Background: an optimization exercise with open tools, aiming at small area and a short achievable clock period. Do not read the settings as production practice.
No run shown here included a check of the RTL's function; only the layout flow was run.
Power and IR drop assume default switching activity.

**flow/design.v**
```verilog
module bist #(parameter size = 6, length = 8) (
    input  logic clk,
    input  logic rst,
    input  logic start,
    input  logic csin,
    input  logic rwbarin,
    input  logic opr,
    input  logic [size-1:0] address,
    input  logic [length-1:0] datain,
    output logic [length-1:0] dataout,
    output logic fail
);
    logic        test;       
    logic [9:0]  cnt;        
    logic        cout;       
    logic        h;          
    logic [63:0][7:0] mem;
    logic [7:0] pat;
    always_comb begin
        case (cnt[9:7])
            3'd0: pat = 8'hAA;
            3'd1: pat = 8'h55;
            3'd2: pat = 8'hF0;
            3'd3: pat = 8'h0F;
            3'd4: pat = 8'h00;
            3'd5: pat = 8'hFF;
            3'd6: pat = 8'h33;
            default: pat = 8'hCC;
        endcase
    end
    logic       test_a;      
    logic       test_o;      
    logic       trd;         
    logic       twr;         
    logic       cs, rw, wr;
    logic [5:0] a;
    logic [7:0] d;
    assign cs = test | csin;
    assign rw = trd | (~test_a & rwbarin);
    assign wr = twr | (~test_a & csin & ~rwbarin);
    assign a  = test_a ? cnt[5:0] : address;
    assign d  = test ? pat : datain;
    logic [7:0] lo, hir, hiw;
    always_comb begin
        for (int i = 0; i < 8; i++) begin
            lo[i]  = (a[2:0] == i[2:0]);
            hir[i] = (a[5:3] == i[2:0]) & rw;
            hiw[i] = (a[5:3] == i[2:0]) & wr;
        end
    end
    genvar g, j, b;
    generate
        for (g = 0; g < 8; g++) begin : g_grp
            for (j = 0; j < 8; j++) begin : g_row
                logic we, wen;
                logic [7:0] nxt;
                cell_nand2 u_wen (.a(hiw[g]), .b(lo[j]), .y(wen));
                cell_inv   u_we  (.a(wen), .y(we));
                for (b = 0; b < 8; b++) begin : g_bit
                    cell_ao22 u_hold (.a1(mem[8*g+j][b]), .a2(wen), .b1(d[b]), .b2(we), .y(nxt[b]));
                end
                always_ff @(posedge clk) mem[8*g+j] <= nxt;
            end
        end
    endgenerate
    logic [7:0][7:0] grp;    
    logic [7:0] rsel, rdn_d, rdata_n;
    logic [7:0] wd;
    assign wd = d & {8{~rw}};
    generate
        for (b = 0; b < 8; b++) begin : g_rbit
            for (g = 0; g < 8; g++) begin : g_rgrp
                logic [7:0] col;
                for (j = 0; j < 8; j++) begin : g_col
                    assign col[j] = mem[8*g+j][b];
                end
                cell_ao8 u_g (.s(lo), .q(col), .y(grp[b][g]));
            end
            cell_ao8  u_s (.s(hir), .q(grp[b]), .y(rsel[b]));
            cell_nor2 u_n (.a(rsel[b]), .b(wd[b]), .y(rdn_d[b]));
        end
    endgenerate
    always_ff @(posedge clk) begin
        if (cs) rdata_n <= rdn_d;
    end
    logic [7:0] rq_idle, rq_test;
    assign rq_idle = ~rdata_n & {8{~test_o}};
    assign rq_test = ~rdata_n & {8{trd}};
    generate
        for (b = 0; b < 8; b++) begin : g_out
            cell_a31o u_o (.a1(rq_idle[b]), .a2(csin), .a3(rwbarin), .b1(rq_test[b]), .y(dataout[b]));
        end
    endgenerate
    logic       test_nx;
    logic [9:0] cnt_nx;
    assign test_nx = test ? ~cout : start;
    assign cnt_nx  = !test ? 10'd0 : (&cnt) ? cnt : cnt + 10'd1;
    always_ff @(posedge clk or posedge rst) begin
        if (rst) begin
            test <= 1'b0;
            trd  <= 1'b0;
            twr  <= 1'b0;
        end else begin
            test <= test_nx;
            trd  <= test_nx & cnt_nx[6];
            twr  <= test_nx & ~cnt_nx[6];
        end
    end
    cell_dffr u_test_a (.clk(clk), .rst(rst), .d(test_nx), .q(test_a));
    cell_dffr u_test_o (.clk(clk), .rst(rst), .d(test_nx), .q(test_o));
    always_ff @(posedge clk) begin
        if (!test) begin
            cnt  <= 10'd0;
            cout <= 1'b0;
        end else begin
            cout <= &cnt;
            if (!(&cnt)) cnt <= cnt + 10'd1;
        end
    end
    logic mism;
    assign mism = cnt[6] ? (pat != ~rdata_n) : (pat != 8'h00);
    always_ff @(posedge clk or posedge rst) begin
        if (rst) begin
            h    <= 1'b0;
            fail <= 1'b0;
        end else begin
            h    <= cnt[6];
            fail <= test & opr & h & mism;
        end
    end
endmodule
module cell_inv (input logic a, output logic y);
    assign y = ~a;
endmodule
module cell_nand2 (input logic a, b, output logic y);
    assign y = ~(a & b);
endmodule
module cell_nor2 (input logic a, b, output logic y);
    assign y = ~(a | b);
endmodule
module cell_ao22 (input logic a1, a2, b1, b2, output logic y);
    assign y = (a1 & a2) | (b1 & b2);
endmodule
module cell_ao8 (input logic [7:0] s, q, output logic y);
    assign y = |(s & q);
endmodule
module cell_a31o (input logic a1, a2, a3, b1, output logic y);
    assign y = (a1 & a2 & a3) | b1;
endmodule
module cell_dffr (input logic clk, rst, d, output logic q);
    always_ff @(posedge clk or posedge rst) begin
        if (rst) q <= 1'b0;
        else     q <= d;
    end
endmodule
```
**flow/flow/run.sh**
```bash
#!/bin/bash
# Layout flow: the standard ORFS flow (standard.sh), with the port
# buffers made of buf_4 cells instead of the default delay-buffer cells.
set -euo pipefail
bash standard.sh 'BUFFER_PORTS_ARGS=-buffer_cell sky130_fd_sc_hd__buf_4' ${EXTRA_MAKE_ARGS:-} RECOVER_POWER=100 finish > flow_make.log 2>&1
```
**flow/standard.sh**
```bash
#!/bin/bash
# synth_recipe.tcl (not shown) runs the flow's synth.tcl, then flattens the netlist and writes it again
# the make line also repeats each setting of config.mk as NAME=value (left out here)
make -C /OpenROAD-flow-scripts/flow DESIGN_CONFIG=/design/flow/config.mk WORK_HOME=/design/flow/orfs CLKGATE_MAP_FILE= SYNTH_SCRIPT=/design/flow/synth_recipe.tcl "${@:-finish}"
```
**flow/config.mk**
```make
export PLATFORM = sky130hd
export DESIGN_NAME = bist
export DESIGN_NICKNAME = bist
export VERILOG_FILES = /design/flow/design.v
export SDC_FILE = /design/flow/constraint.sdc
export NUM_CORES = 4
export LEC_CHECK = 0
export CAP_MARGIN = 20
export CORE_MARGIN = 2
export CORE_UTILIZATION = 45
export CTS_BUF_LIST = sky130_fd_sc_hd__clkbuf_4 sky130_fd_sc_hd__clkbuf_8
export SETUP_SLACK_MARGIN = 2.0
export SLEW_MARGIN = 20
export SYNTH_HIERARCHICAL = 1
```
**flow/constraint.sdc**
```tcl
create_clock -name core_clock -period 5.0 [get_ports {clk}]
set_input_delay 1.0000 -clock core_clock [delete_from_list [all_inputs] [get_ports {clk}]]
set_output_delay 1.0000 -clock core_clock [all_outputs]
set_load 0.01 [all_outputs]
```
==> summary.txt, run 1 <==
status complete, but fails checks; Final Cell Area 23100 µm²; WS Path Type reg2reg; Worst R2R Path Depth 9; grt ovf 0; Critical Path Start u_test_a.q; # setup viols final 0; TNS Setup 0 ps; Yosys top cell area share 53.2%; Post-DRT Antenna Nets 0; fin crit period 3830 ps; initial antenna violation count 0; Synth async-reset ratio ~1.3%; num rows 76; register area approximately 11000 µm²; Die W 213 µm; worst vdd ir roughly 0.00032 V; max_cap viols 1; final hold violation count 0; Root Buffer clkbuf_8; P&R area growth vs syn 17.3%; Initial Util between 40% and 50%; layout cells sized above 1 12.0%; final-report max-slew violation count 14; leading area contributor after synthesis dfxtp_1; M1 WL between 20000 and 30000 µm; post-layout util 53.5%; Worst Skew 21.3 ps; Longest Clk Path Bufs 3; Setup crit end kind register; Die H 213 µm; CP endpoint rdata_n[0]; via/cell ratio 6.54; Post-Syn Area 19700 µm²; reg2reg start u_test_a.q; TritonCTS clock tree yes; period utilisation layout about 77%; number of enable flip-flop cells after synthesis 8; Max Freq roughly 260 MHz; sequential-to-total area share from yosys stat approximately 55%; Post-Route WL approximately 64000 µm; Layout Check Fails max-capacitance violations, max-slew violations; io pins 29; max layer used met4; combinational fraction of design power a little under a quarter; WP data arrival 4250 ps; residual DRC count 0; first-pass GRT wire length between 90000 and 100000 µm; post-synthesis cell count 1752; pin count of the biggest net entering global routing 73; Ys Warns 8; total CTS buffers around 90; Placeable Area between 40000 and 50000 µm²; DR vias about 17000; main flop type after synthesis dfxtp_1; Switching Fraction between 30% and 40%; Area contributors post-synth dfxtp_1 53%, a22o_1 23%, a22oi_1 11%; leak pwr a little over 9 nW; Clock Latency Late Sink roughly 660 ps; pwr/cell area ~600 nW/µm²; clock slew at reported path FFs 70 ps; DRT iter0 DRCs roughly 1800; met3 routed WL between 4000 and 5000 µm; Met2 Routed Length 28600 µm; RSZ-0062 raised after global routing no; worst min-delay path category in2async; CP max FO 45; number of H-tree levels 3; die area between 40000 and 50000 µm²; Slew HR -15.9%; Clock power frac 31.3%; post-synthesis sequential element count approximately 540; Total GRT Usage between 20% and 30%; Routed wire per std cell around 25 µm; Filler cells 3906; routability congestion estimate 0.871; cts hold-fix bufs 0; Tot Pwr ~14 mW; NetSw approximately 4.2 mW; Inserted Diodes 0; Synth Net Count 1774; Worst setup SP type register; drt pass-1 iters 6; area taken by multi-input logic gates 8600 µm²; power share of the sequential group a little under half; Netlist cell types 48; # nets final roughly 1900; syn_area_per_cell about 11 µm²; worst slew pin tran around 1700 ps; # clock sinks approximately 540; Final HPWL DP 39800 µm; P_int 9.49 mW; Req. time, crit path about 5400 ps; placed instance area ~21000 µm²; vias in the first global route roughly 16000; reg-to-reg slack, setup between 1000 and 1500 ps; reg2reg end rdata_n[0]; IO Port Bufs 28
-- cell families (layout without fill, tap and decap cells) --
| logic type | Yosys count | in the layout | share of synthesized area [%] |
|---|---|---|---|
| adders and majority gates | 2 | 2 | 0.127 |
| and+or+nand+nor | 259 | 260 | 6.65 |
| AOI/OAI and AO/OA | 847 | 849 | 35.3 |
| DFF | 538 | 538 | 55.3 |
| muxes | 7 | 7 | 0.368 |
| buffers and inverters | 87 | 311 | 1.77 |
| xor gates and xnor gates | 12 | 12 | 0.534 |
-- cell usage in the layout (no fill, tap or decap), types with 3 or more instances in the layout --
master	Yosys	routed
dfxtp_1	523	523
nor2b_1	8	8
mux2i_1	5	4
nand3_1	6	7
a22o_1	512	512
and2_1	9	8
a21oi_4	0	5
a22oi_1	288	287
o21ai_0	9	8
xnor2_1	9	9
a31oi_1	7	7
xor2_1	3	3
a21oi_1	14	9
buf_4	2	40
nor2_2	0	3
nand2b_1	3	3
nor3_1	6	7
dfrtp_1	7	7
and3_1	3	3
clkbuf_1	3	21
nand2_1	76	75
clkinv_2	0	5
clkbuf_4	0	32
inv_1	76	75
buf_12	0	6
nor2_1	56	51
nand4_1	74	74
a31o_1	8	8
clkbuf_8	0	124
edfxtp_1	8	8
nor2_4	0	3
-- flip-flops by register name, indices dropped and copies added (netlist names) --
register	flops
test	1
trd	1
u_test_o.q	1
h	1
twr	1
cnt	10
mem	512
rdata_n	8
cout	1
u_test_a.q	1
fail	1
-- routing by layer --
metal	track usage, %	up-vias
met5	0	-
met2	42.3	725
met4	9.03	0
met1	39.7	8430
li1	-	7496
met3	4.81	127
-- per-module statistics from Yosys (local to each module, per instance) --
module      flops+latches  cells  times used
cell_inv                0      1          64
cell_ao8                0      5          72
cell_a31o               0      1           8
bist                  536    732           1
cell_nor2               0      1           8
cell_nand2              0      1          64
cell_dffr               1      2           2
cell_ao22               0      1         512
-- Yosys cell counts (2+ instances only) --
| cell | count |
|---|---|
| nor3_2 | 2 |
| or3_1 | 2 |
| clkbuf_1 | 3 |
| ha_1 | 2 |
| nand2b_1 | 3 |
| dfxtp_1 | 523 |
| nand2_1 | 76 |
| dfrtp_1 | 7 |
| and2_1 | 9 |
| buf_4 | 2 |
| buf_2 | 5 |
| a22oi_1 | 288 |
| a31o_1 | 8 |
| and3_1 | 3 |
| nand3_2 | 2 |
| a32oi_1 | 2 |
| mux2i_1 | 5 |
| inv_1 | 76 |
| edfxtp_1 | 8 |
| a21oi_1 | 14 |
| a31oi_1 | 7 |
| or2_2 | 3 |
| xnor2_1 | 9 |
| nor2b_1 | 8 |
| xor2_1 | 3 |
| nor3_1 | 6 |
| mux2_2 | 2 |
| o21ai_0 | 9 |
| nand4_1 | 74 |
| a22o_1 | 512 |
| nand3_1 | 6 |
| nor3b_1 | 2 |
| nor2_1 | 56 |
-- how the worst min path moves through the flow --
stage	slack, ps	cells past startpoint	to	start
detailed placement	420	0	h	cnt[6]
global placement	420	0	h	cnt[6]
global route	160	2	u_test_o.q	rst
CTS	150	2	u_test_o.q	rst
finish	170	2	u_test_o.q	rst
floorplan	380	0	h	cnt[6]
-- power groups by stage --
stage | Sequential, mW | Combinational [mW] | Clock (mW)
final | 6.25 | 3.17 | 4.29
after global routing | 6.36 | 3.39 | 4.55
after CTS | 6.22 | 3.22 | 4.36
after detailed placement | 6.29 | 3.12 | 0
after global placement | 6.28 | 3.05 | 0
after floorplan | 6.05 | 2.22 | 0
-- per-stage QoR --
stage	std cells	setup WS, ps	hold WS, ps
after global routing	2564	1050	156
after global placement	2383	1240	419
after floorplan	1752	1530	377
final	2564	1170	174
after CTS	2557	2000	150
after detailed placement	2383	1210	422
-- critical path, cell delays in order, from the launching register on --
cell and delay, ps:
dfrtp_1 790, mux2i_1 550, clkbuf_1 180, and3_1 1010, buf_12 320, a22oi_1 200, nand4_1 160, a22oi_1 130
nand4_1 150, nor2_1 50
-- repair_timing --
action	CTS	global route
hold endpoints to repair	0	0
resized for setup	8	8
pin swaps	3	2
setup buffers	8	5
cloned	2	2
endpoints found under the setup margin	320	184
-- final cells by class --
| type | count | share of cell area, % |
|---|---|---|
| inverter | 76 | 1.24 |
| clock inverter | 8 | 0.406 |
| clock buffer | 156 | 8.43 |
| tap | 585 | 3.17 |
| sequential | 538 | 47.1 |
| multi-input combinational | 1130 | 37.2 |
| timing repair buffer | 71 | 2.41 |
==> inputs of run 2 (changes only) <==
==> flow/flow/run.sh (replaced) <==
#!/bin/bash
# Layout flow: the standard ORFS flow (standard.sh), with the port
# buffers made of buf_4 cells instead of the default delay-buffer cells.
set -euo pipefail
bash standard.sh 'BUFFER_PORTS_ARGS=-buffer_cell sky130_fd_sc_hd__buf_4' ${EXTRA_MAKE_ARGS:-} finish > flow_make.log 2>&1
==> summary.txt, run 2 <==
Switching Fraction 31.0% (+0.22 points); Max Freq 339 MHz (+30%); final worst-path setup slack 2050 ps (+885 ps); final-report max-slew violation count 0 (-14); Ys Warns 8 (unchanged); Area contributors post-synth dfxtp_1 53%, a22o_1 23%, a22oi_1 11%; critical path, cell by cell mux2i_4 -> buf_4 -> buf_12 -> nor3_4 -> buf_12 -> a22oi_1 -> nand4_1 -> a22oi_1 -> nand4_1 -> nor2_1; syn_area_per_cell 11.2 µm² (unchanged); fin crit period 2950 ps (-885 ps); leading area contributor after synthesis dfxtp_1; Inserted Diodes 0 (unchanged); Longest Clk Path Bufs 3 (unchanged); Total GRT Usage 27.7% (unchanged); number of enable flip-flop cells after synthesis 8 (unchanged); Clock power frac 31.0% (-0.3 points); max_cap viols 0 (-1); combinational fraction of design power 23.9% (+0.8 points); Simple-Gate Fraction of Synth Area 6.65% (unchanged); Slew HR 27.3% (+43 points); routability congestion estimate 0.871 (unchanged); final hold violation count 0 (unchanged); post-synthesis sequential element count 538 (unchanged); post-synthesis mux area share 0.368% (unchanged); Setup crit end kind register; RSZ-0062 raised after global routing no; Synth Net Count 1774 (unchanged); main flop type after synthesis dfxtp_1; Synth Area in XOR/XNOR 0.534% (unchanged); complex-gate fraction of the synthesized area 35.3% (unchanged); Root Buffer clkbuf_8; # clock sinks 538 (unchanged); CP max FO 72 (+60%); vias in the first global route 16000 (unchanged); layout cells sized above 1 16.3% (+4.3 points); initial antenna violation count 0 (unchanged); Yosys top cell area share 53.2% (unchanged); clock slew at reported path FFs 60 ps (about the same); P_int 9.57 mW (+0.79%); WP data arrival 3460 ps (-790 ps); Netlist cell types 48 (unchanged); Synth async-reset ratio 1.30% (unchanged); Post-Synth Adder-Cell Area 0.127% (unchanged); Filler cells 3856 (-1.3%); largest family of logic cells by synthesized area compound AO/OA/AOI/OAI gates; sequential-to-total area share from yosys stat 55.3% (unchanged); post-synthesis cell count 1752 (unchanged); first-pass GRT wire length 97000 µm (unchanged); Worst setup SP type register; CP peak stage delay 580 ps (-430 ps); worst slew pin tran 1090 ps (-636 ps); most common cell after layout, fill and taps aside dfxtp_1; power share of the sequential group 45.1% (-0.5 points); Final HPWL DP 39800 µm (unchanged); TritonCTS clock tree yes; # nets final 1928 (unchanged); WS Path Type reg2reg; most frequent cells in the layout 523 x dfxtp_1, 512 x a22o_1, 287 x a22oi_1; DR vias 16800 (-0.048%); pwr/cell area 592 nW/µm² (-0.31%); DRT iter0 DRCs 1773 (-0.39%); period utilisation layout 59.0% (-18 points); pin count of the biggest net entering global routing 73 (unchanged); Worst Skew 23.8 ps (+2.50 ps); synth cell count leaders 523 x dfxtp_1, 512 x a22o_1, 288 x a22oi_1, 76 x inv_1, 76 x nand2_1; # setup viols final 0 (unchanged); status finished clean; Post-Syn Area 19700 µm² (unchanged); NetSw 4.30 mW (+1.8%); leak pwr 9.47 nW (+2.7%); die area 45500 µm² (unchanged); via/cell ratio 6.54 (about the same); Clock Latency Late Sink 660 ps (about the same); drt pass-1 iters 8 (+2); Die W 213 µm (unchanged); io pins 29 (unchanged); total CTS buffers 89 (unchanged); IO Port Bufs 28 (unchanged); TNS Setup 0 ps (unchanged); Placeable Area 43200 µm² (unchanged); worst vdd ir 0.000325 V (+0.30%); P&R area growth vs syn 19.0%; most common cell in the netlist dfxtp_1; Routed wire per std cell 25.1 µm (+0.19%); max FFs per register 512 (unchanged); Worst R2R Path Depth 10 (+1); Post-DRT Antenna Nets 0 (unchanged); Die H 213 µm (unchanged); Largest regs mem (512), cnt (10), rdata_n (8); pre-CTS WS 1210 ps (unchanged); cts hold-fix bufs 0 (unchanged); grt ovf 0 (unchanged); number of H-tree levels 3 (unchanged); Post-Route WL 64500 µm (+0.19%); num rows 76 (unchanged); Initial Util 45.6% (unchanged); Top reg by flops mem; Req. time, crit path 5520 ps (+100 ps); worst min-delay path category in2async; residual DRC count 0 (unchanged); Critical-path top delay cell dfrtp_4
-- run 2: cell counts after synthesis --
Identical to the previous run, type by type.
-- run 2: per-module statistics from Yosys (local to each module, per instance) --
module      flops+latches  cell area (µm²)  times used  cells inside
bist                  536            12000           1           732
cell_nand2              0             3.75          64             1
cell_ao22               0             8.76         512             1
cell_ao8                0             36.3          72             5
cell_inv                0             3.75          64             1
cell_a31o               0             8.76           8             1
cell_dffr               1             28.8           2             2
cell_nor2               0             3.75           8             1
-- run 2: worst max-delay path: cells and delay by family (launching register included) --
| family | cells | cell delay (ps) |
|---|---|---|
| compound gates | 2 | 790 |
| mux | 1 | 400 |
| flops | 1 | 580 |
| simple gates | 4 | 450 |
| buf+inv | 3 | 530 |
-- run 2: final timing paths --
check | start | to | slack, ps
max | u_test_a.q | rdata_n[3] | 2050
min in group core_clock | cnt[6] | h | 430
max reg2reg | u_test_a.q | rdata_n[3] | 2050
max in group asynchronous | rst | fail | 4570
min | rst | u_test_o.q | 190
min reg2reg | cnt[6] | h | 430
-- run 2: power groups by stage --
stage | Sequential (mW) | Combinational, mW | Clock [mW]
after floorplan | 6.05 | 2.22 | 0
after global placement | 6.28 | 3.05 | 0
after detailed placement | 6.29 | 3.12 | 0
after CTS | 6.22 | 3.22 | 4.36
after global routing | 6.36 | 3.53 | 4.55
final | 6.25 | 3.32 | 4.30
-- run 2: layout make-up --
cell class | instances | area, µm² | area share [%]
Clock inverter | 8 | 93.8 | 0.400
Multi-Input combinational cell | 1130 | 8810 | 37.6
Sequential cell | 538 | 10900 | 46.5
Inverter | 76 | 289 | 1.23
Tap cell | 585 | 732 | 3.12
Timing Repair Buffer | 71 | 671 | 2.86
Clock buffer | 156 | 1950 | 8.31
-- run 2: timing repair --
action                     in CTS  in global routing
setup buffers                   8                  5
setup endpoints to repair     320                184
gates cloned                    2                  2
resized for setup               8                  8
pin swaps                       3                  2
-- run 2: cell families (layout without fill, tap and decap cells) --
group / after synthesis / after routing
DFF: 538 / 538
xor gates and xnor gates: 12 / 12
AOI/OAI and AO/OA: 847 / 849
and+or+nand+nor: 259 / 260
muxes: 7 / 7
buffers and inverters: 87 / 311
adders and majority gates: 2 / 2
-- run 2: per-stage QoR --
step | utilization (%) | power, mW | instance area (µm²) | hold slack [ps] | std cells
5_1_grt | 54.3 | 14.4 | 23400 | 165 | 2564
4_1_cts | 54.1 | 13.8 | 23300 | 150 | 2557
3_5_place_dp | 49.0 | 9.41 | 21100 | 422 | 2383
2_1_floorplan | - | 8.26 | 19900 | 377 | 1752
6_report | 54.3 | 13.9 | 23400 | 187 | 2564
3_3_place_gp | 49.0 | 9.33 | 21100 | 419 | 2383
-- run 2: per-layer routing --
layer	up-vias	wire length [µm]	global-route usage, %
met4	0	1700	9.03
met1	8376	29300	39.7
met5	-	0	0
li1	7507	-	-
met3	121	4670	4.81
met2	766	28800	42.3
==> inputs of run 3 (changes only) <==
--- a/flow/config.mk
+++ b/flow/config.mk
@@ -8,7 +8,9 @@
 export CAP_MARGIN = 20
 export CORE_MARGIN = 2
 export CORE_UTILIZATION = 45
-export CTS_BUF_LIST = sky130_fd_sc_hd__clkbuf_4 sky130_fd_sc_hd__clkbuf_8
+export CTS_BUF_LIST = sky130_fd_sc_hd__clkbuf_16
+export CTS_CLUSTER_DIAMETER = 80
+export CTS_CLUSTER_SIZE = 30
 export SETUP_SLACK_MARGIN = 2.0
 export SLEW_MARGIN = 20
 export SYNTH_HIERARCHICAL = 1
==> summary.txt, run 3 <==
status finished clean; WP data arrival 3370 ps (-90 ps); Largest regs mem (512), cnt (10), rdata_n (8); Die W 213 µm (unchanged); Critical-path top delay cell dfrtp_4; Max Freq 344 MHz (+1.3%); # clock sinks 538 (unchanged); num rows 76 (unchanged); CP peak stage delay 590 ps (about the same); worst min-delay path category in2async; # nets final 1864 (-3.3%); Longest Clk Path Bufs 3 (unchanged); vias in the first global route 15200 (-4.8%); Placeable Area 43200 µm² (unchanged); Post-Route WL 62700 µm (-2.8%); most frequent cells in the layout 523 x dfxtp_1, 512 x a22o_1, 287 x a22oi_1; die area 45500 µm² (unchanged); max FFs per register 512 (unchanged); Slew HR 27.9% (+0.65 points); pwr/cell area 546 nW/µm² (-7.8%); area taken by multi-input logic gates 8820 µm² (about the same); most common cell in the netlist dfxtp_1; Total GRT Usage 26.8% (-0.89 points); total CTS buffers 26 (-71%); final hold violation count 0 (unchanged); M1 WL 29600 µm (+1.0%); Top reg by flops mem; leak pwr 8.80 nW (-7.0%); TNS Setup 0 ps (unchanged); layout cells sized above 1 10.8% (-5.5 points); initial antenna violation count 0 (unchanged); largest family of logic cells by synthesized area compound AO/OA/AOI/OAI gates; Filler cells 3937 (+2.1%); critical path, cell by cell mux2i_4 -> buf_4 -> buf_12 -> nor3_4 -> buf_12 -> a22oi_1 -> nand4_1 -> a22oi_1 -> nand4_1 -> nor2_1; residual DRC count 0 (unchanged); WP buf/inv 3 (unchanged); final worst-path setup slack 2090 ps (+37.9 ps); Clock Latency Late Sink 610 ps (-50 ps); Netlist cell types 48 (unchanged); Final HPWL DP 39800 µm (unchanged); main flop type after synthesis dfxtp_1; post-synthesis mux area share 0.368% (unchanged); Simple-Gate Fraction of Synth Area 6.65% (unchanged); drt pass-1 iters 6 (-2); pre-CTS WS 1210 ps (unchanged); number of H-tree levels 1 (-2); worst slew pin tran 1080 ps (-9.81 ps); max layer used met4; met3 routed WL 3910 µm (-16%); sequential-to-total area share from yosys stat 55.3% (unchanged); Tot Pwr 12.2 mW (-12%); Met2 Routed Length 27600 µm (-3.9%); Req. time, crit path 5460 ps (-60 ps); # setup viols final 0 (unchanged); leading area contributor after synthesis dfxtp_1; Inserted Diodes 0 (unchanged); Initial Util 45.6% (unchanged); number of enable flip-flop cells after synthesis 8 (unchanged); Synth Area in XOR/XNOR 0.534% (unchanged); Die H 213 µm (unchanged); Yosys top cell area share 53.2% (unchanged); RSZ-0062 raised after global routing yes; Post-Syn Area 19700 µm² (unchanged); post-synthesis sequential element count 538 (unchanged); Post-DRT Antenna Nets 0 (unchanged); syn_area_per_cell 11.2 µm² (unchanged); TritonCTS clock tree yes; Worst Skew 25.5 ps (+1.65 ps); P&R area growth vs syn 13.1%; post-layout util 51.6% (-2.7 points); most common cell after layout, fill and taps aside dfxtp_1; period utilisation layout 58.2% (-0.76 points); IO Port Bufs 28 (unchanged); Root Buffer clkbuf_16; clock slew at reported path FFs 110 ps (+50 ps); cts hold-fix bufs 0 (unchanged); WS Path Type reg2reg; cell family with most CP delay compound AO/OA/AOI/OAI gates; reg-to-reg slack, setup 2090 ps (+40 ps); Worst setup SP type register; DR vias 16100 (-3.7%); fin crit period 2910 ps (-37.9 ps); Synth Net Count 1774 (unchanged); io pins 29 (unchanged); complex-gate fraction of the synthesized area 35.3% (unchanged); Post-Synth Adder-Cell Area 0.127% (unchanged); register area 10900 µm² (unchanged); synth cell count leaders 523 x dfxtp_1, 512 x a22o_1, 288 x a22oi_1, 76 x inv_1, 76 x nand2_1; CP max FO 72 (unchanged); pin count of the biggest net entering global routing 73 (unchanged); Area contributors post-synth dfxtp_1 53%, a22o_1 23%, a22oi_1 11%; Setup crit end kind register; Routed wire per std cell 25.7 µm (+2.0%); grt ovf 0 (unchanged); post-synthesis cell count 1752 (unchanged); final-report max-slew violation count 0 (unchanged); Ys Warns 8 (unchanged); via/cell ratio 6.61 (+1.0%); worst vdd ir 0.000280 V (-14%); routability congestion estimate 0.871 (unchanged); max_cap viols 0 (unchanged); DRT iter0 DRCs 1703 (-3.9%); Synth async-reset ratio 1.30% (unchanged); first-pass GRT wire length 94800 µm (-2.3%)
## run 3: changes by cell type in the layout (fill, tap and decap cells not counted), sizes merged
cell,delta
buf,-1
inv,+11
bufinv,-2
clkbuf,-129
## run 3: cell families after synthesis
family / Yosys count
compound gates: 847
flops: 538
simple gates: 259
buf+inv: 87
xor+xnor: 12
mux: 7
fa+ha+maj: 2
## run 3: area by class of cell
| class | count | share of cell area, % |
|---|---|---|
| well taps | 585 | 3.29 |
| inverters | 76 | 1.30 |
| flip-flops and latches | 538 | 48.9 |
| multi-input cells | 1130 | 39.6 |
| repair buffers | 70 | 3.05 |
| clock inverters | 17 | 0.865 |
| clock buffers | 27 | 3.03 |
## run 3: routing by layer
layer	global-route usage, %	vias to the layer above
met5	0	-
met4	6.54	0
met3	2.66	90
met2	41.2	603
met1	40.4	8118
li1	-	7331
## run 3: final timing paths
path                                 start         end  cells past startpoint
worst max-delay path            u_test_a.q  rdata_n[3]                     10
worst min-delay path                   rst  u_test_o.q                      2
worst max register to register  u_test_a.q  rdata_n[3]                     10
worst min register to register      cnt[6]           h                      0
max in group asynchronous              rst        fail                      2
min in group core_clock             cnt[6]           h                      0
## run 3: what timing repair did
item | CTS | global route
buffers inserted | 11 | 1
cloned | 2 | 2
resized for setup | 9 | 11
pin swaps | 3 | 1
endpoints found under the setup margin | 331 | 187
## run 3: metrics by stage
stage | instance area, µm² | std cells | hold WS [ps]
CTS | 22200 | 2440 | 219
detailed placement | 21100 | 2383 | 422
global route | 22300 | 2443 | 221
floorplan | 19900 | 1752 | 377
finish | 22300 | 2443 | 239
global placement | 21100 | 2383 | 419
## run 3: modules after synthesis (local to each module, per instance)
module	flops+latches	cells	copies in the design
bist	536	732	1
cell_ao8	0	5	72
cell_dffr	1	2	2
cell_a31o	0	1	8
cell_ao22	0	1	512
cell_inv	0	1	64
cell_nand2	0	1	64
cell_nor2	0	1	8
## run 3: report_power, final
| group | switching [mW] | leakage, nW | internal (mW) |
|---|---|---|---|
| Sequential | 0.743 | 4.44 | 5.49 |
| Clock | 1.54 | 0.431 | 1.06 |
| Combinational | 1.79 | 3.93 | 1.53 |
==> inputs of run 4 (changes only) <==
--- a/flow/config.mk
+++ b/flow/config.mk
@@ -8,9 +8,9 @@
 export CAP_MARGIN = 20
 export CORE_MARGIN = 2
 export CORE_UTILIZATION = 45
-export CTS_BUF_LIST = sky130_fd_sc_hd__clkbuf_16
-export CTS_CLUSTER_DIAMETER = 80
-export CTS_CLUSTER_SIZE = 30
+export CTS_BUF_LIST = sky130_fd_sc_hd__clkbuf_8 sky130_fd_sc_hd__clkbuf_16
+export CTS_CLUSTER_DIAMETER = 60
+export CTS_CLUSTER_SIZE = 20
 export SETUP_SLACK_MARGIN = 2.0
 export SLEW_MARGIN = 20
 export SYNTH_HIERARCHICAL = 1
==> summary.txt, run 4 <==
Routed wire per std cell 25.6 µm (about the same); Synth async-reset ratio 1.30% (unchanged); Filler cells 3892 (-1.1%); met3 routed WL 4300 µm (+10%); cell family with most CP delay simple AND/OR/NAND/NOR gates; Synth Net Count 1774 (unchanged); vias in the first global route 15300 (+1.0%); Post-DRT Antenna Nets 0 (unchanged); Slew HR 26.6% (-1.3 points); final hold slack 269 ps (+29.7 ps); via/cell ratio 6.63 (+0.30%); first-pass GRT wire length 95400 µm (+0.67%); CP max FO 10 (-86%); num rows 76 (unchanged); Area contributors post-synth dfxtp_1 53%, a22o_1 23%, a22oi_1 11%; Post-Syn Area 19700 µm² (unchanged); Max Freq 339 MHz (-1.4%); Inserted Diodes 0 (unchanged); placed instance area 21100 µm² (unchanged); main flop type after synthesis dfxtp_1; Total GRT Usage 27.3% (+0.42 points); cts hold-fix bufs 0 (unchanged); Netlist cell types 48 (unchanged); Worst setup SP type input port; # nets final 1877 (+0.70%); DRT iter0 DRCs 1800 (+5.7%); worst slew pin tran 1100 ps (+19.8 ps); status finished clean; area taken by multi-input logic gates 8790 µm² (-0.31%); DR vias 16400 (+1.3%); post-synthesis sequential element count 538 (unchanged); residual DRC count 0 (unchanged); Met2 Routed Length 28200 µm (+1.9%); most common cell type on the critical path inv_1; Longest Clk Path Bufs 3 (unchanged); WP buf/inv 3 (unchanged); worst vdd ir 0.000282 V (+0.66%); most common cell in the netlist dfxtp_1; Final Cell Area 22800 µm² (+2.2%); io pins 29 (unchanged); period utilisation layout 59.0% (+0.84 points); grt ovf 0 (unchanged); leak pwr 9.06 nW (+2.9%); initial antenna violation count 0 (unchanged); sequential-to-total area share from yosys stat 55.3% (unchanged); Critical-path top delay cell nor2_1; number of enable flip-flop cells after synthesis 8 (unchanged); P&R area growth vs syn 15.6%; leading area contributor after synthesis dfxtp_1; reg-to-reg slack, setup 2080 ps (about the same); Final HPWL DP 39800 µm (unchanged); WP data arrival 3470 ps (+100 ps); RSZ-0062 raised after global routing yes; Top reg by flops mem; final-report max-slew violation count 0 (unchanged); Critical Path Start rwbarin; pin count of the biggest net entering global routing 73 (unchanged); worst min-delay path category in2async; register area 10900 µm² (about the same); # clock sinks 538 (unchanged); total CTS buffers 40 (+54%); max layer used met4; Die W 213 µm (unchanged); Initial Util 45.6% (unchanged); fin crit period 2950 ps (+41.8 ps); WS Path Type in2reg; # setup viols final 0 (unchanged); Worst R2R Path Depth 5 (-5); pwr/cell area 573 nW/µm² (+5.0%); Root Buffer clkbuf_16; CP peak stage delay 760 ps (+170 ps); Tot Pwr 13.0 mW (+7.3%); most common cell after layout, fill and taps aside dfxtp_1; Placeable Area 43200 µm² (unchanged); M1 WL 29300 µm (-1.2%); layout cells sized above 1 11.7% (+0.92 points); most frequent cells in the layout 522 x dfxtp_1, 512 x a22o_1, 288 x a22oi_1; clock slew at reported path FFs 80 ps (-30 ps); routability congestion estimate 0.871 (unchanged); post-synthesis cell count 1752 (unchanged); Largest regs mem (512), cnt (10), rdata_n (8); TNS Setup 0 ps (unchanged); Clock Latency Late Sink 580 ps (-30 ps); number of H-tree levels 2 (+1); IO Port Bufs 28 (unchanged); die area 45500 µm² (unchanged); Worst Skew 12.3 ps (-13.2 ps); drt pass-1 iters 6 (unchanged); max FFs per register 512 (unchanged); Post-Route WL 63300 µm (+0.95%); critical path, cell by cell buf_4 -> inv_1 -> a21oi_1 -> o32a_1 -> nor2_1 -> nand2_1 -> inv_1 -> a22o_1; syn_area_per_cell 11.2 µm² (unchanged); Setup crit end kind register; Req. time, crit path 5510 ps (+50 ps); max_cap viols 0 (unchanged); final hold violation count 0 (unchanged); reg2reg start u_test_a.q; synth cell count leaders 523 x dfxtp_1, 512 x a22o_1, 288 x a22oi_1, 76 x inv_1, 76 x nand2_1; Die H 213 µm (unchanged); reg2reg end mem[34]; TritonCTS clock tree yes; Yosys top cell area share 53.2% (unchanged); Ys Warns 8 (unchanged)
run 4: cell counts after synthesis:
Identical to the previous run, type by type.
run 4: per-stage QoR:
| step | util [%] | setup WS (ps) | cells |
|---|---|---|---|
| final | 52.7 | 2050 | 2468 |
| after floorplan | - | 1530 | 1752 |
| after detailed placement | 49.0 | 1210 | 2383 |
| after global routing | 52.7 | 1930 | 2468 |
| after global placement | 49.0 | 1240 | 2383 |
| after CTS | 52.5 | 2010 | 2463 |
run 4: timing repair:
action | CTS | global route
endpoints found under the setup margin | 307 | 191
gates cloned | 2 | 1
pin swaps | 3 | 1
buffers inserted | 8 | 4
resized for setup | 6 | 10
run 4: cell type report:
type,instances,share of cell area [%]
sequential,538,47.8
multi-input combinational,1129,38.6
clock buffer,43,4.73
tap,585,3.21
timing repair buffer,70,2.93
clock inverter,27,1.43
inverter,76,1.27
run 4: logic make-up after synthesis:
| logic type | after synthesis | synth area share, % |
|---|---|---|
| xor+xnor | 12 | 0.534 |
| mux | 7 | 0.368 |
| fa+ha+maj | 2 | 0.127 |
| flops | 538 | 55.3 |
| compound gates | 847 | 35.3 |
| simple gates | 259 | 6.65 |
| buf+inv | 87 | 1.77 |
run 4: Yosys stat by module (local to each module, per instance), excerpt:
module | times used | cell area [µm²] | flops+latches | cells
cell_ao8 | 72 | 36.3 | 0 | 5
cell_inv | 64 | 3.75 | 0 | 1
cell_nand2 | 64 | 3.75 | 0 | 1
cell_a31o | 8 | 8.76 | 0 | 1
cell_dffr | 2 | 28.8 | 1 | 2
cell_nor2 | 8 | 3.75 | 0 | 1
bist | 1 | 12000 | 536 | 732
run 4: how the worst max path moves through the flow:
| stage | to | cells past startpoint | slack, ps |
|---|---|---|---|
| 5_1_grt | mem[33] | 8 | 1930 |
| 6_report | mem[34] | 8 | 2050 |
| 4_1_cts | rdata_n[5] | 8 | 2010 |
| 2_1_floorplan | mem[111] | 4 | 1530 |
| 3_5_place_dp | rdata_n[4] | 10 | 1210 |
| 3_3_place_gp | rdata_n[2] | 10 | 1240 |
run 4: routing by layer:
| layer | global-route usage (%) | vias up |
|---|---|---|
| li1 | - | 7370 |
| met2 | 41.8 | 652 |
| met3 | 3.35 | 96 |
| met5 | 0 | - |
| met1 | 40.2 | 8238 |
| met4 | 7.78 | 0 |
run 4: where the power goes:
part	switching [mW]	internal [mW]	total (mW)
logic	1.79	1.52	3.31
registers	0.746	5.49	6.24
clock network	1.67	1.82	3.50
==> inputs of run 5 (changes only) <==
--- a/flow/design.v
+++ b/flow/design.v
@@ -15,6 +15,7 @@
     logic        cout;       
     logic        h;          
     logic [63:0][7:0] mem;
+    genvar g, j, b;
     logic [7:0] pat;
     always_comb begin
         case (cnt[9:7])
@@ -28,27 +29,39 @@
             default: pat = 8'hCC;
         endcase
     end
-    logic       test_a;      
+    logic       test_l;      
+    logic       test_h;      
     logic       test_o;      
     logic       trd;         
     logic       twr;         
-    logic       cs, rw, wr;
-    logic [5:0] a;
+    logic       cs, nrw;
     logic [7:0] d;
-    assign cs = test | csin;
-    assign rw = trd | (~test_a & rwbarin);
-    assign wr = twr | (~test_a & csin & ~rwbarin);
-    assign a  = test_a ? cnt[5:0] : address;
-    assign d  = test ? pat : datain;
+    assign cs  = test | csin;
+    assign nrw = twr | (~test_h & ~rwbarin);
+    assign d   = test ? pat : datain;
+    logic [7:0] alo, ahir, ahiw, tlo, thir, thiw;
     logic [7:0] lo, hir, hiw;
     always_comb begin
         for (int i = 0; i < 8; i++) begin
-            lo[i]  = (a[2:0] == i[2:0]);
-            hir[i] = (a[5:3] == i[2:0]) & rw;
-            hiw[i] = (a[5:3] == i[2:0]) & wr;
+            alo[i]  = (address[2:0] == i[2:0]);
+            ahir[i] = (address[5:3] == i[2:0]) & rwbarin;
+            ahiw[i] = (address[5:3] == i[2:0]) & csin & ~rwbarin;
+            tlo[i]  = (cnt[2:0] == i[2:0]);
+            thir[i] = (cnt[5:3] == i[2:0]) & cnt[6];
+            thiw[i] = (cnt[5:3] == i[2:0]) & ~cnt[6];
         end
     end
-    genvar g, j, b;
+    logic [7:0] tlo_x, thir_x, thiw_x;
+    assign tlo_x  = tlo  | {8{~test}};
+    assign thir_x = thir | {8{~test}};
+    assign thiw_x = thiw | {8{~test}};
+    generate
+        for (g = 0; g < 8; g++) begin : g_dec
+            cell_o21a u_lo  (.a1(alo[g]),  .a2(test_l), .b1(tlo_x[g]),  .y(lo[g]));
+            cell_o21a u_hir (.a1(ahir[g]), .a2(test_h), .b1(thir_x[g]), .y(hir[g]));
+            cell_o21a u_hiw (.a1(ahiw[g]), .a2(test_h), .b1(thiw_x[g]), .y(hiw[g]));
+        end
+    endgenerate
     generate
         for (g = 0; g < 8; g++) begin : g_grp
             for (j = 0; j < 8; j++) begin : g_row
@@ -66,7 +79,7 @@
     logic [7:0][7:0] grp;    
     logic [7:0] rsel, rdn_d, rdata_n;
     logic [7:0] wd;
-    assign wd = d & {8{~rw}};
+    assign wd = d & {8{nrw}};
     generate
         for (b = 0; b < 8; b++) begin : g_rbit
             for (g = 0; g < 8; g++) begin : g_rgrp
@@ -106,7 +119,8 @@
             twr  <= test_nx & ~cnt_nx[6];
         end
     end
-    cell_dffr u_test_a (.clk(clk), .rst(rst), .d(test_nx), .q(test_a));
+    cell_dffr u_test_l (.clk(clk), .rst(rst), .d(test_nx), .q(test_l));
+    cell_dffr u_test_h (.clk(clk), .rst(rst), .d(test_nx), .q(test_h));
     cell_dffr u_test_o (.clk(clk), .rst(rst), .d(test_nx), .q(test_o));
     always_ff @(posedge clk) begin
         if (!test) begin
@@ -153,3 +167,6 @@
         else     q <= d;
     end
 endmodule
+module cell_o21a (input logic a1, a2, b1, output logic y);
+    assign y = (a1 | a2) & b1;
+endmodule
==> flow/config.mk (replaced) <==
export PLATFORM = sky130hd
export DESIGN_NAME = bist
export DESIGN_NICKNAME = bist
export VERILOG_FILES = /design/flow/design.v
export SDC_FILE = /design/flow/constraint.sdc
export NUM_CORES = 4
export LEC_CHECK = 0
export CAP_MARGIN = 20
export CORE_MARGIN = 2
export CORE_UTILIZATION = 60
export CTS_BUF_LIST = sky130_fd_sc_hd__clkbuf_16
export CTS_CLUSTER_DIAMETER = 80
export CTS_CLUSTER_SIZE = 30
export PLACE_DENSITY = 0.72
export SETUP_SLACK_MARGIN = 2.0
export SLEW_MARGIN = 20
export SYNTH_HIERARCHICAL = 1
==> summary.txt, run 5 <==
area taken by multi-input logic gates 8950 µm² (+1.8%); number of H-tree levels 1 (-1); TritonCTS clock tree yes; Inserted Diodes 0 (unchanged); fin crit period 2920 ps (-30.0 ps); WP buf/inv 2 (-1); clock slew at reported path FFs 110 ps (+30 ps); placed instance area 21000 µm² (-0.66%); Top reg by flops mem; Die W 187 µm (-12%); Placeable Area 32700 µm² (-24%); total CTS buffers 22 (-45%); Post-Route WL 59600 µm (-5.7%); Clock Latency Late Sink 570 ps (about the same); most common cell in the netlist dfxtp_1; DRT iter0 DRCs 2035 (+13%); register area 10900 µm² (+0.23%); Final HPWL DP 38900 µm (-2.4%); # nets final 1892 (+0.80%); Filler cells 2620 (-33%); final-report max-slew violation count 0 (unchanged); WP data arrival 3350 ps (-120 ps); worst vdd ir 0.000528 V (+88%); reg2reg start test; io pins 29 (unchanged); most common cell after layout, fill and taps aside dfxtp_1; syn_area_per_cell 11.1 µm² (-0.89%); num rows 66 (-13%); drt pass-1 iters 6 (unchanged); # setup viols final 0 (unchanged); Netlist cell types 50 (+4.2%); worst slew pin tran 1170 ps (+72.5 ps); reg-to-reg slack, setup 2080 ps (about the same); post-synthesis cell count 1800 (+2.7%); Die H 187 µm (-12%); sequential-to-total area share from yosys stat 54.4% (-0.86 points); post-synthesis sequential element count 539 (+0.19%); max FFs per register 512 (unchanged); vias in the first global route 15300 (-0.46%); Longest Clk Path Bufs 3 (unchanged); synth cell count leaders 523 x dfxtp_1, 512 x a22o_1, 288 x a22oi_1, 78 x inv_1, 76 x nand2_1; die area 34900 µm² (-23%); Worst Skew 10.3 ps (-1.94 ps); Largest regs mem (512), cnt (10), rdata_n (8); layout cells sized above 1 6.36% (-5.4 points); reg2reg end rdata_n[2]; most frequent cells in the layout 522 x dfxtp_1, 512 x a22o_1, 277 x a22oi_1; pin count of the biggest net entering global routing 73 (unchanged); Area contributors post-synth dfxtp_1 52%, a22o_1 22%, a22oi_1 11%; Max Freq 342 MHz (+1.0%); Slew HR 21.8% (-4.8 points); Total GRT Usage 32.8% (+5.6 points); Synth Net Count 1827 (+3.0%); RSZ-0062 raised after global routing no; final hold violation count 0 (unchanged); TNS Setup 0 ps (unchanged); via/cell ratio 7.07 (+6.7%); CP peak stage delay 540 ps (-220 ps); residual DRC count 0 (unchanged); DR vias 16400 (-0.018%); P&R area growth vs syn 8.60%; Req. time, crit path 5430 ps (-80 ps); Initial Util 61.3% (+16 points); Setup crit end kind register; IO Port Bufs 28 (unchanged); WS Path Type reg2reg; Synth async-reset ratio 1.48% (+0.18 points); cell family with most CP delay compound AO/OA/AOI/OAI gates; period utilisation layout 58.4% (-0.60 points); # clock sinks 539 (+0.19%); leak pwr 8.66 nW (-4.4%); cts hold-fix bufs 0 (unchanged); first-pass GRT wire length 91300 µm (-4.3%); grt ovf 0 (unchanged); worst min-delay path category in2async; routability congestion estimate 0.951 (+9.3%); Ys Warns 8 (unchanged); pwr/cell area 662 nW/µm² (+16%); main flop type after synthesis dfxtp_1; number of enable flip-flop cells after synthesis 8 (unchanged); Root Buffer clkbuf_16; Post-DRT Antenna Nets 0 (unchanged); Worst R2R Path Depth 9 (+4); Post-Syn Area 20100 µm² (+1.8%); final hold slack 286 ps (+17.3 ps); initial antenna violation count 1 (+1); Routed wire per std cell 25.8 µm (+0.57%); CP max FO 72 (+62); critical path, cell by cell buf_4 -> o21ai_0 -> o21a_2 -> buf_4 -> a22oi_1 -> nand4_1 -> a22oi_2 -> nand4_1 -> nor2_1; Critical-path top delay cell dfrtp_4; leading area contributor after synthesis dfxtp_1; Worst setup SP type register; status finished clean; max_cap viols 0 (unchanged); Yosys top cell area share 52.2% (-0.95 points); Final Cell Area 21800 µm² (-4.3%)
run 5: cell types whose count changed in the layout (fill, tap and decap cells not counted), sizes merged, moves of 4 or more:
cell | before | now
mux2i | 5 | 0
nor2b | 8 | 16
nand3 | 8 | 2
inv | 89 | 82
bufinv | 4 | 0
clkbuf | 44 | 25
o21ai | 11 | 30
buf | 69 | 51
and2 | 9 | 2
nand2b | 3 | 9
o21a | 1 | 24
ha | 2 | 7
run 5: metrics by stage:
step	setup slack (ps)	cells	power (mW)	utilization (%)
after floorplan	2120	1800	10.5	-
after global placement	1420	2281	11.9	64.2
after detailed placement	1440	2281	12.1	64.2
after CTS	2000	2312	14.3	66.4
after global routing	2030	2313	15.1	66.6
final	2080	2313	14.4	66.6
run 5: how the worst max path moves through the flow:
| stage | startpoint | to | depth (start not counted) |
|---|---|---|---|
| after CTS | test | rdata_n[5] | 9 |
| after global routing | cnt[1] | rdata_n[4] | 11 |
| after floorplan | datain[1] | rdata_n[1] | 4 |
| after detailed placement | test | rdata_n[7] | 9 |
| final | test | rdata_n[2] | 9 |
| after global placement | test | rdata_n[7] | 9 |
run 5: kinds of logic after synthesis:
group | Yosys count | synth area share, %
xor gates and xnor gates | 13 | 0.568
buffers and inverters | 92 | 1.87
AOI/OAI and AO/OA | 886 | 36.0
and+or+nand+nor | 260 | 6.60
adders and majority gates | 7 | 0.437
DFF | 539 | 54.4
muxes | 3 | 0.168
run 5: area by class of cell:
class | count | share of cell area (%)
Clock inverter | 6 | 0.184
Timing Repair Buffer | 52 | 1.95
Multi-Input combinational cell | 1170 | 41.1
Tap cell | 442 | 2.54
Inverter | 80 | 1.38
Clock buffer | 24 | 2.76
Sequential cell | 539 | 50.1
run 5: what timing repair did:
action / in CTS / in global routing
endpoints found under the hold margin: 0 / 0
gates resized for setup: 12 / 11
pin swaps: 1 / 0
buffers inserted: 0 / 1
setup endpoints to repair: 95 / 100
gates cloned: 1 / 0
run 5: report_power, final:
part           switching, mW  internal, mW
combinational           2.40          2.35
sequential              1.22          6.25
clock                   1.33         0.878
run 5: modules after synthesis, one instance, submodules excluded:
module      cell area [µm²]  flip-flops and latches  cells  times used
bist                  12100                     536    754           1
cell_a31o              8.76                       0      1           8
cell_ao22              8.76                       0      1         512
cell_ao8               36.3                       0      5          72
cell_dffr              28.8                       1      2           3
cell_inv               3.75                       0      1          64
cell_nand2             3.75                       0      1          64
cell_nor2              3.75                       0      1           8
cell_o21a              7.51                       0      1          24
run 5: layer usage:
metal	routed length (µm)	up-vias	track usage (%)
met5	0	-	0
met4	2460	0	12.4
met3	4480	130	4.47
met2	26500	719	50.3
met1	26200	8102	47.4
li1	-	7402	-
==> inputs of run 6 (changes only) <==
--- a/flow/config.mk
+++ b/flow/config.mk
@@ -7,11 +7,10 @@
 export LEC_CHECK = 0
 export CAP_MARGIN = 20
 export CORE_MARGIN = 2
-export CORE_UTILIZATION = 60
+export CORE_UTILIZATION = 45
 export CTS_BUF_LIST = sky130_fd_sc_hd__clkbuf_16
 export CTS_CLUSTER_DIAMETER = 80
 export CTS_CLUSTER_SIZE = 30
-export PLACE_DENSITY = 0.72
 export SETUP_SLACK_MARGIN = 2.0
 export SLEW_MARGIN = 20
 export SYNTH_HIERARCHICAL = 1
==> summary.txt, run 6 <==
Synth Net Count 1827 (unchanged); worst vdd ir 0.000293 V (-45%); TNS Setup 0 ps (unchanged); Die W 215 µm (+15%); leak pwr 8.85 nW (+2.3%); Final HPWL DP 40200 µm (+3.5%); max_cap viols 0 (unchanged); via/cell ratio 6.64 (-6.1%); Simple-Gate Fraction of Synth Area 6.60% (unchanged); largest family of logic cells by synthesized area compound AO/OA/AOI/OAI gates; max FFs per register 512 (unchanged); Req. time, crit path 5470 ps (+40 ps); leading area contributor after synthesis dfxtp_1; clock slew at reported path FFs 110 ps (about the same); Slew HR 26.1% (+4.4 points); Initial Util 45.5% (-16 points); Placeable Area 44100 µm² (+35%); Setup Buffers After CTS 0 (unchanged); post-synthesis cell count 1800 (unchanged); Total GRT Usage 25.9% (-7.0 points); Yosys top cell area share 52.2% (unchanged); Post-Syn Area 20100 µm² (unchanged); status finished clean; vias in the first global route 15100 (-0.86%); io pins 29 (unchanged); initial antenna violation count 0 (-1); Longest Clk Path Bufs 3 (unchanged); # setup viols final 0 (unchanged); Routed wire per std cell 25.7 µm (-0.17%); routability congestion estimate 0.891 (-6.4%); pwr/cell area 677 nW/µm² (+2.2%); Inserted Diodes 0 (unchanged); Largest regs mem (512), cnt (10), rdata_n (8); first-pass GRT wire length 94300 µm (+3.3%); worst min-delay path category in2async; Root Buffer clkbuf_16; post-layout util 50.7% (-16 points); drt pass-1 iters 6 (unchanged); met2 usage 37.3% (-13 points); most frequent cells in the layout 522 x dfxtp_1, 512 x a22o_1, 286 x a22oi_1; die area 46300 µm² (+33%); post-placement cell count 2434 (+6.7%); synth cell count leaders 523 x dfxtp_1, 512 x a22o_1, 288 x a22oi_1, 78 x inv_1, 76 x nand2_1; fin crit period 2950 ps (+29.8 ps); IO Port Bufs 28 (unchanged); TritonCTS clock tree yes; Synth async-reset ratio 1.48% (unchanged); Worst setup SP type register; most common cell after layout, fill and taps aside dfxtp_1; period utilisation layout 59.0% (+0.60 points); layout cells sized above 1 7.17% (+0.81 points); Clock Latency Late Sink 610 ps (+40 ps); number of H-tree levels 1 (unchanged); final-report max-slew violation count 0 (unchanged); pin count of the biggest net entering global routing 73 (unchanged); CP max FO 43 (-40%); Ys Warns 8 (unchanged); reg-to-reg slack, setup 2050 ps (-30 ps); most common cell in the netlist dfxtp_1; reg2reg end rdata_n[5]; post-synthesis sequential element count 539 (unchanged); num rows 77 (+17%); DR vias 16500 (+1.0%); P&R area growth vs syn 11.5%; grt ovf 0 (unchanged); syn_area_per_cell 11.1 µm² (unchanged); cts hold-fix bufs 0 (unchanged); # nets final 1901 (+0.48%); Tot Pwr 15.1 mW (+4.9%); final hold slack 237 ps (-49.2 ps); final hold violation count 0 (unchanged); Netlist cell types 50 (unchanged); sequential-to-total area share from yosys stat 54.4% (unchanged); Post-Synth Adder-Cell Area 0.437% (unchanged); residual DRC count 0 (unchanged); Top reg by flops mem; RSZ-0062 raised after global routing no; layer with the highest usage met1; Setup crit end kind register; complex-gate fraction of the synthesized area 36.0% (unchanged); Worst R2R Path Depth 8 (-1); M3 GR Usage 4.73% (+0.26 points); number of enable flip-flop cells after synthesis 8 (unchanged); post-synthesis mux area share 0.168% (unchanged); Area contributors post-synth dfxtp_1 52%, a22o_1 22%, a22oi_1 11%; WS Path Type reg2reg; DRT iter0 DRCs 1984 (-2.5%); worst slew pin tran 1110 ps (-65.3 ps); Post-Route WL 64000 µm (+7.4%); WP data arrival 3420 ps (+70 ps); total CTS buffers 28 (+27%); Die H 215 µm (+15%); # clock sinks 539 (unchanged); Non-Filler Instances 2488 (+7.6%); Max Freq 339 MHz (-1.0%); Post-DRT Antenna Nets 0 (unchanged); reg2reg start test; Synth Area in XOR/XNOR 0.568% (unchanged); met1 Track Usage GR 39.2% (-8.2 points); main flop type after synthesis dfxtp_1; Worst Skew 22.8 ps (+12.4 ps)
## run 6: cell count changes in the layout (fill, tap and decap cells not counted), moves of 2 or more
cell	change
inv_6	+2
bufinv_16	+2
a22oi_1	+9
clkinv_8	+6
buf_4	+5
inv_12	+3
o21a_4	+2
inv_8	+3
a22oi_2	-9
clkbuf_16	+5
buf_6	-2
## run 6: timing repair
action | 4_1_cts | 5_1_grt
resized for setup | 2 | 14
gates cloned | 0 | 2
hold endpoints to repair | 0 | 0
endpoints found under the setup margin | 80 | 205
pin swaps | 0 | 1
## run 6: worst max path at each step
stage,startpoint,end,cells past startpoint
after floorplan,datain[1],rdata_n[1],4
after global placement,address[2],rdata_n[4],9
after detailed placement,address[1],rdata_n[6],10
after CTS,cnt[0],rdata_n[4],10
after global routing,test,rdata_n[5],8
final,test,rdata_n[5],8
## run 6: per-stage QoR
stage               instance area [µm²]  worst slack [ps]
floorplan                         20100              2120
global placement                  21200              1500
detailed placement                21200              1530
CTS                               22300              2010
global route                      22400              2010
finish                            22400              2050
## run 6: report_power, final
group / total [mW] / internal [mW] / switching (mW) / leakage (nW)
Clock: 2.87 / 1.26 / 1.60 / 0.507
Combinational: 4.80 / 2.35 / 2.45 / 3.83
Sequential: 7.46 / 6.25 / 1.21 / 4.51
## run 6: layout make-up
type,instances,area [µm²]
clock buffers,29,726
clock inverters,23,320
fillers,3967,21800
inverters,80,304
multi-input cells,1171,8930
flip-flops and latches,539,10900
well taps,592,741
repair buffers,54,425
## run 6: cells by family (layout without fill, tap and decap cells)
logic type,Yosys count,in the layout
and+or+nand+nor,260,260
AOI/OAI and AO/OA,886,888
muxes,3,3
DFF,539,539
buffers and inverters,92,186
adders and majority gates,7,7
xor gates and xnor gates,13,13
## run 6: routing by layer
metal,part of all wire (%),vias to the layer above
met5,0,-
met4,2.9,0
met3,9.1,115
met2,42,744
met1,46,8204
li1,-,7459
## run 6: worst max-delay path, stage by stage (launching register included)
cell     delay [ps]
dfrtp_2         700
o21ai_0         200
o21a_4          350
buf_4           290
a22oi_1         360
nand4_1         220
a22oi_1         430
nand4_1         140
nor2_1          120
## run 6: per-module statistics from Yosys, one instance, submodules excluded
module      times used  cells
cell_ao8            72      5
cell_a31o            8      1
cell_nor2            8      1
cell_ao22          512      1
bist                 1    754
cell_o21a           24      1
cell_inv            64      1
cell_dffr            3      2
cell_nand2          64      1
==> inputs of run 7 (changes only) <==
--- a/flow/design.v
+++ b/flow/design.v
@@ -29,15 +29,13 @@
             default: pat = 8'hCC;
         endcase
     end
-    logic       test_l;      
-    logic       test_h;      
     logic       test_o;      
     logic       trd;         
     logic       twr;         
     logic       cs, nrw;
     logic [7:0] d;
     assign cs  = test | csin;
-    assign nrw = twr | (~test_h & ~rwbarin);
+    assign nrw = twr | (~test_o & ~rwbarin);
     assign d   = test ? pat : datain;
     logic [7:0] alo, ahir, ahiw, tlo, thir, thiw;
     logic [7:0] lo, hir, hiw;
@@ -51,15 +49,18 @@
             thiw[i] = (cnt[5:3] == i[2:0]) & ~cnt[6];
         end
     end
-    logic [7:0] tlo_x, thir_x, thiw_x;
-    assign tlo_x  = tlo  | {8{~test}};
-    assign thir_x = thir | {8{~test}};
-    assign thiw_x = thiw | {8{~test}};
+    logic t_lo, n_lo, t_hr, n_hr, t_hw, n_hw;
+    cell_dffr u_t_lo (.clk(clk), .rst(rst), .d(test_nx),  .q(t_lo));
+    cell_dffs u_n_lo (.clk(clk), .set(rst), .d(~test_nx), .q(n_lo));
+    cell_dffr u_t_hr (.clk(clk), .rst(rst), .d(test_nx),  .q(t_hr));
+    cell_dffs u_n_hr (.clk(clk), .set(rst), .d(~test_nx), .q(n_hr));
+    cell_dffr u_t_hw (.clk(clk), .rst(rst), .d(test_nx),  .q(t_hw));
+    cell_dffs u_n_hw (.clk(clk), .set(rst), .d(~test_nx), .q(n_hw));
     generate
         for (g = 0; g < 8; g++) begin : g_dec
-            cell_o21a u_lo  (.a1(alo[g]),  .a2(test_l), .b1(tlo_x[g]),  .y(lo[g]));
-            cell_o21a u_hir (.a1(ahir[g]), .a2(test_h), .b1(thir_x[g]), .y(hir[g]));
-            cell_o21a u_hiw (.a1(ahiw[g]), .a2(test_h), .b1(thiw_x[g]), .y(hiw[g]));
+            cell_ao22 u_lo  (.a1(alo[g]),  .a2(n_lo), .b1(tlo[g]),  .b2(t_lo), .y(lo[g]));
+            cell_ao22 u_hir (.a1(ahir[g]), .a2(n_hr), .b1(thir[g]), .b2(t_hr), .y(hir[g]));
+            cell_ao22 u_hiw (.a1(ahiw[g]), .a2(n_hw), .b1(thiw[g]), .b2(t_hw), .y(hiw[g]));
         end
     endgenerate
     generate
@@ -119,8 +120,6 @@
             twr  <= test_nx & ~cnt_nx[6];
         end
     end
-    cell_dffr u_test_l (.clk(clk), .rst(rst), .d(test_nx), .q(test_l));
-    cell_dffr u_test_h (.clk(clk), .rst(rst), .d(test_nx), .q(test_h));
     cell_dffr u_test_o (.clk(clk), .rst(rst), .d(test_nx), .q(test_o));
     always_ff @(posedge clk) begin
         if (!test) begin
@@ -167,6 +166,9 @@
         else     q <= d;
     end
 endmodule
-module cell_o21a (input logic a1, a2, b1, output logic y);
-    assign y = (a1 | a2) & b1;
+module cell_dffs (input logic clk, set, d, output logic q);
+    always_ff @(posedge clk or posedge set) begin
+        if (set) q <= 1'b1;
+        else     q <= d;
+    end
 endmodule
--- a/flow/config.mk
+++ b/flow/config.mk
@@ -7,10 +7,11 @@
 export LEC_CHECK = 0
 export CAP_MARGIN = 20
 export CORE_MARGIN = 2
-export CORE_UTILIZATION = 45
+export CORE_UTILIZATION = 60
 export CTS_BUF_LIST = sky130_fd_sc_hd__clkbuf_16
 export CTS_CLUSTER_DIAMETER = 80
 export CTS_CLUSTER_SIZE = 30
+export PLACE_DENSITY = 0.72
 export SETUP_SLACK_MARGIN = 2.0
 export SLEW_MARGIN = 20
 export SYNTH_HIERARCHICAL = 1
==> summary.txt, run 7 <==
status finished clean; most frequent cells in the layout 528 x a22o_1, 523 x dfxtp_1, 280 x a22oi_1; Slew HR 26.6% (+0.52 points); NetSw 4.52 mW (-14%); # clock sinks 543 (+0.74%); drt pass-1 iters 7 (+1); combinational fraction of design power 30.7% (-1.0 points); final-report max-slew violation count 0 (unchanged); initial antenna violation count 1 (+1); Worst setup SP type register; Post-Route WL 61300 µm (-4.2%); routability congestion estimate 0.934 (+4.9%); post-synthesis cell count 1803 (+0.17%); power share of the sequential group 50.2% (+0.9 points); pre-CTS WS 1340 ps (-193 ps); DR vias 16700 (+0.91%); sequential-to-total area share from yosys stat 54.4% (about the same); number of enable flip-flop cells after synthesis 8 (unchanged); grt ovf 0 (unchanged); main flop type after synthesis dfxtp_1; Ys Warns 9 (+1); io pins 29 (unchanged); Top reg by flops mem; Worst Skew 43.5 ps (+20.7 ps); pin count of the biggest net entering global routing 66 (-9.6%); leading area contributor after synthesis dfxtp_1; Yosys top cell area share 51.7% (-0.47 points); number of H-tree levels 1 (unchanged); Setup crit end kind register; post-synthesis sequential element count 543 (+0.74%); Total GRT Usage 33.6% (+7.7 points); worst slew pin tran 1100 ps (-7.74 ps); fin crit period 2940 ps (-8.62 ps); Area contributors post-synth dfxtp_1 52%, a22o_1 23%, a22oi_1 11%; Largest regs mem (512), cnt (10), rdata_n (8); die area 35200 µm² (-24%); Final HPWL DP 39500 µm (-1.8%); CP max FO 24 (-44%); post-layout util 66.0% (+15 points); TNS Setup 0 ps (unchanged); Clock Latency Late Sink 590 ps (-20 ps); post-placement cell count 2287 (-6.0%); num rows 67 (-13%); # nets final 1894 (-0.37%); Routed wire per std cell 26.4 µm (+2.4%); # setup viols final 0 (unchanged); critical path, cell by cell xnor2_4 -> xnor2_1 -> a21oi_4 -> buf_4 -> a22o_1; period utilisation layout 58.9% (-0.17 points); DRT iter0 DRCs 2052 (+3.4%); Synth async-reset ratio 2.21% (+0.73 points); max FFs per register 512 (unchanged); leak pwr 8.73 nW (-1.4%); Die H 188 µm (-13%); first-pass GRT wire length 94000 µm (-0.36%); worst vdd ir 0.000382 V (+30%); most common cell after layout, fill and taps aside a22o_1; Req. time, crit path 5500 ps (+30 ps); TritonCTS clock tree yes; worst min-delay path category in2async; via/cell ratio 7.16 (+7.9%); pwr/cell area 575 nW/µm² (-15%); Initial Util 60.7% (+15 points); total CTS buffers 24 (-14%); Post-DRT Antenna Nets 0 (unchanged); syn_area_per_cell 11.2 µm² (+0.74%); WP data arrival 3440 ps (+20 ps); Die W 188 µm (-13%); Critical-path top delay cell a21oi_4; vias in the first global route 15600 (+3.0%); cts hold-fix bufs 0 (unchanged); Switching Fraction 35.7% (+0.86 points); CP peak stage delay 870 ps (+170 ps); P&R area growth vs syn 8.82%; IO Port Bufs 28 (unchanged); Non-Filler Instances 2327 (-6.5%); final worst-path setup slack 2060 ps (+8.62 ps); Root Buffer clkbuf_16; Max Freq 340 MHz (+0.29%); Longest Clk Path Bufs 3 (unchanged); WS Path Type reg2reg; residual DRC count 0 (unchanged); clock slew at reported path FFs 110 ps (about the same); Post-Syn Area 20200 µm² (+0.90%); reg-to-reg slack, setup 2060 ps (about the same); P_int 8.15 mW (-17%); final hold violation count 0 (unchanged); layout cells sized above 1 6.66% (-0.52 points); Clock power frac 19.1% (+0.2 points); Synth Net Count 1830 (+0.16%); Netlist cell types 53 (+6.0%); Placeable Area 33400 µm² (-24%); most common cell in the netlist a22o_1; RSZ-0062 raised after global routing yes; synth cell count leaders 536 x a22o_1, 523 x dfxtp_1, 288 x a22oi_1, 80 x inv_1, 77 x nand2_1; max_cap viols 0 (unchanged); Tot Pwr 12.7 mW (-16%)
-- run 7: cell count changes in the layout (fill, tap and decap cells not counted), moves of 6 or more --
cell,before,now
a22o_1,512,528
o21ai_0,26,7
a22oi_1,286,280
o21a_4,7,0
a22oi_2,2,8
a22o_4,0,6
nor2_1,55,63
o21a_1,16,0
-- run 7: cell families after synthesis --
kind of cell | Yosys count | synth area share [%]
mux | 3 | 0.167
xor+xnor | 13 | 0.655
flops | 543 | 54.4
compound gates | 863 | 35.1
simple gates | 278 | 7.04
fa+ha+maj | 7 | 0.433
buf+inv | 96 | 2.14
-- run 7: worst max-delay path: cells and delay by family, from the launching register on --
kind / cells / cell delay, ps
xor gates and xnor gates: 2 / 420
DFF: 1 / 860
buffers and inverters: 1 / 510
AOI/OAI and AO/OA: 2 / 1070
-- run 7: cell type report --
type / instances / area [µm²]
multi-input combinational: 1166 / 8980
fill: 2722 / 11300
clock buffer: 25 / 626
sequential: 543 / 11000
inverter: 82 / 308
antenna: 1 / 2.50
timing repair buffer: 50 / 379
clock inverter: 12 / 151
tap: 448 / 561
-- run 7: final timing paths --
| path | start | to | depth (start not counted) |
|---|---|---|---|
| setup / recovery | cnt[7] | mem[161] | 5 |
| hold / removal | rst | u_t_hr.q | 2 |
| setup reg to reg | cnt[7] | mem[161] | 5 |
| hold reg to reg | mem[34] | mem[34] | 1 |
| max in group asynchronous | rst | test | 2 |
| min in group core_clock | mem[34] | mem[34] | 1 |
-- run 7: stage by stage --
stage          area, µm²  hold slack [ps]
4_1_cts            22000              319
2_1_floorplan      20300              413
3_3_place_gp       21100              466
6_report           22000              331
5_1_grt            22000              330
3_5_place_dp       21100              471
-- run 7: power groups by stage --
stage	clock, mW	combinational (mW)	sequential (mW)
after CTS	2.44	3.77	6.32
after global routing	2.59	4.12	6.48
after floorplan	0	2.63	6.10
final	2.42	3.89	6.35
after global placement	0	3.66	6.39
after detailed placement	0	3.73	6.40
-- run 7: routing by layer --
| layer | vias up | wire length (µm) | GRT usage (%) |
|---|---|---|---|
| li1 | 7448 | - | - |
| met2 | 867 | 26900 | 51.8 |
| met5 | - | 0 | 0 |
| met4 | 0 | 2510 | 11.8 |
| met3 | 152 | 5260 | 5.17 |
| met1 | 8205 | 26700 | 48.2 |
-- run 7: per-module statistics from Yosys (local to each module, per instance), excerpt --
module,cells,cell area (µm²),flip-flops and latches
cell_nand2,1,3.75,0
cell_nor2,1,3.75,0
cell_dffr,2,28.8,1
cell_dffs,2,30.0,1
cell_a31o,1,8.76,0
cell_ao22,1,8.76,0
cell_ao8,5,36.3,0
cell_inv,1,3.75,0
-- run 7: repair_timing --
action,in CTS,in global routing
hold endpoints to repair,0,0
gates cloned,0,2
pin swaps,0,1
resized for setup,9,7
endpoints found under the setup margin,8,32
setup buffers,0,0

## separate check: timing with driven ports
No port has a modelled driver above. Below, the same layouts with a new extraction and two added sets of constraints. Step 1: set_driving_cell puts a clkbuf_16 on clk and a buf_2 on each other input, an assumption about the parent block. Step 2 moves the port delays by t, midway between the first and last clock arrival at a register: inputs arrive t later, outputs are due t later. That takes back most of the time a late clock gives input paths. Three values: no drivers, after step 1, after step 2; two values: the first two.
run	shift t [ns]	setup WS [ns]	worst setup path after step 2
run 1	0.701	1.167 / 1.167 / 0.973	input to register
run 2	0.704	2.052 / 2.052 / 1.613	input to register
run 3	0.647	2.090 / 2.090 / 1.670	input to register
run 4	0.631	2.048 / 2.078 / 1.449	input to register
run 5	0.617	2.078 / 2.078 / 1.688	input to register
run 6	0.653	2.048 / 2.048 / 1.558	input to register
run 7	0.622	2.057 / 2.057 / 1.572	input to register
The setup slack of run 4, which loses most, moves by +0.030 ns with the drivers and by -0.599 ns with both steps.
